Source: an optimization exercise on an open RTL-to-GDS flow (aim: small area). Production flows keep margins and buffers that such runs may drop. Function was checked by simulation only, so behaviour that the tests miss may differ from the original. No activity file was given, so power comes from the tool's default toggle rates.

==> flow/design.v (excerpt) <==
module uart_top
  #(parameter CLKS_PER_BIT = 10417)   
  (
   input        Clk,
   input        Reset,
   input        Tx_Start,
   input [7:0]  Tx_Byte,
   input        Rx_Serial,
   output       Tx_Active,
   output       Tx_Done,
   output       Tx_Serial,
   output       Data_Valid,
   output [7:0] Rx_Byte
   );
   uart_tx
     #(.CLKS_PER_BIT(CLKS_PER_BIT))
     u_tx (
       .Clk(Clk),
       .Reset(Reset),
       .Tx_Start(Tx_Start),
       .Tx_Byte(Tx_Byte),
       .Tx_Active(Tx_Active),
       .Tx_Serial(Tx_Serial),
       .Tx_Done(Tx_Done)
     );
   uart_rx
     #(.CLKS_PER_BIT(CLKS_PER_BIT))
     u_rx (
       .Clk(Clk),
       .Reset(Reset),
       .Rx_Serial(Rx_Serial),
       .Data_Valid(Data_Valid),
       .Rx_Byte(Rx_Byte)
     );
endmodule
Settings: LEC_CHECK=0, CAP_MARGIN=20, CORE_MARGIN=2, CORE_UTILIZATION=40, CTS_BUF_LIST=sky130_fd_sc_hd__clkbuf_16, CTS_CLUSTER_DIAMETER=500, CTS_CLUSTER_SIZE=100, SLEW_MARGIN=20; clock period 10.0 ns.
run.sh (not shown) runs the stock make flow with config.mk's settings and CLKGATE_MAP_FILE= SYNTH_SCRIPT=/design/flow/synth_recipe.tcl, a recipe that flattens the netlist after the stock synthesis.
Next try:
CTS_BUF_LIST = default   (was sky130_fd_sc_hd__clkbuf_16)
After rerunning:
- The new run completed with no timing, DRC or antenna violations
- wire length shrinks slightly
- design area is lower by a few percent
- fmax goes down slightly
- worst setup slack gets worse by 0.014 ns
- synthesized cell count does not change
- sequential share of layout area grows by 1.9 points
- global-route usage decreases by 0.42 points
- utilization decreases by 1.6 points
- sequential cell count stays the same
- count of clock-buffer cells in the layout is higher by 1
Next try:
==> flow/flow/run.sh (new file) <==
#!/bin/bash
# Standard ORFS flow with two changes:
#  - port buffers use the smallest buffer (buf_1) instead of ORFS's default
#  - CTS clusters all sinks under few buffers and inserts no dummy loads
set -e
export BUFFER_PORTS_ARGS="-buffer_cell sky130_fd_sc_hd__buf_1"
export CTS_ARGS="-sink_clustering_enable -repair_clock_nets -dont_use_dummy_load -sink_clustering_size 100 -sink_clustering_max_diameter 500"
bash standard.sh finish > standard.log 2>&1
==> flow/standard.sh (new file) <==
#!/bin/bash
# synth_recipe.tcl (not shown) runs the flow's synth.tcl, then flattens the netlist and writes it again
# the make line also repeats each setting of config.mk as NAME=value (left out here)
make -C /OpenROAD-flow-scripts/flow DESIGN_CONFIG=/design/flow/config.mk WORK_HOME=/design/flow/orfs CLKGATE_MAP_FILE= SYNTH_SCRIPT=/design/flow/synth_recipe.tcl "${@:-finish}"
CTS_CLUSTER_DIAMETER = default   (was 500)
CTS_CLUSTER_SIZE = default   (was 100)
removed: flow/run.sh
=> Design area decreases by about 7%. Sequential share of layout area increases by 4.8 points. Routed wire length decreases by about 0.55%. Synthesized cell count is unchanged. Worst setup slack gets better by 0.45 ns.

## the baseline
Starting RTL as in the previous note.
==> flow/config.mk <==
export PLATFORM = sky130hd
export DESIGN_NAME = uart_top
export DESIGN_NICKNAME = uart_top
export VERILOG_FILES = /design/flow/design.v
export SDC_FILE = /design/flow/constraint.sdc
export NUM_CORES = 4
export LEC_CHECK = 0
export CAP_MARGIN = 20
export CORE_MARGIN = 2
export CORE_UTILIZATION = 40
export CTS_BUF_LIST = sky130_fd_sc_hd__clkbuf_8
export CTS_CLUSTER_DIAMETER = 500
export CTS_CLUSTER_SIZE = 100
export SLEW_MARGIN = 20
==> flow/constraint.sdc <==
create_clock -name core_clock -period 10.0 [get_ports {Clk}]
set_input_delay 2.0000 -clock core_clock [delete_from_list [all_inputs] [get_ports {Clk}]]
set_output_delay 2.0000 -clock core_clock [all_outputs]
set_load 0.01 [all_outputs]
Stock flow here: none of the scripts above is used.
#### Input delta (the candidate over the baseline)
# the baseline
export LEC_CHECK = 0
export CAP_MARGIN = 20
export CORE_MARGIN = 2
export CORE_UTILIZATION = 40
export CTS_BUF_LIST = sky130_fd_sc_hd__clkbuf_8
export CTS_CLUSTER_DIAMETER = 500
export CTS_CLUSTER_SIZE = 100
export SLEW_MARGIN = 20
create_clock -name core_clock -period 10.0 [get_ports {Clk}]
# the candidate
export LEC_CHECK = 0
export CAP_MARGIN = 20
export CORE_MARGIN = 2
export CORE_UTILIZATION = 40
export SLEW_MARGIN = 20
create_clock -name core_clock -period 10.0 [get_ports {Clk}]
==> summary.txt <==
The candidate vs the baseline: via density per instance up
In the tables for the candidate and the baseline, final worst slack reads lower with the baseline.
In the metrics for the candidate and the baseline, the one carrying the higher power is the baseline.
~same met1 demand-to-capacity share in global routing in the candidate and the baseline

## separate check: timing with driven ports
How much do the figures lean on ideal ports? The routed layouts below were timed once more, with nothing changed but the port constraints. Step 1: set_driving_cell puts a clkbuf_16 on Clk and a buf_2 on each other input, an assumption about the parent block. Step 2 adds t to the input delays and takes it off the output delays; t is the mean of the earliest and latest rising clock arrival at the registers after step 1. Input paths then give back, and output paths get back, about the clock's delay inside the block. Three values: ideal, step 1, step 2; two values: the first two.
| run | t (ns) | setup WS [ns] | hold slack, ns | latest minus earliest clock arrival (ns) | worst register clock-pin slew, ns |
|---|---|---|---|---|---|
| the first run of note 1 | 0.359 | 6.601 / 6.567 / 6.841 | 0.327 / 0.327 / 0.327 | 0.006 / 0.006 | 0.06 / 0.06 |
| the second run of note 1 | 0.367 | 6.587 / 6.558 / 6.843 | 0.328 / 0.328 / 0.328 | 0.012 / 0.012 | 0.09 / 0.09 |
| the third run of note 1 | 0.361 | 7.034 / 7.007 / 7.196 | 0.327 / 0.327 / 0.327 | 0.016 / 0.016 | 0.08 / 0.08 |
| the baseline | 0.366 | 6.583 / 6.554 / 6.839 | 0.329 / 0.329 / 0.329 | 0.012 / 0.012 | 0.09 / 0.09 |
| the candidate | 0.367 | 6.587 / 6.558 / 6.843 | 0.328 / 0.328 / 0.328 | 0.012 / 0.012 | 0.09 / 0.09 |
After both steps every run listed still meets setup and hold.
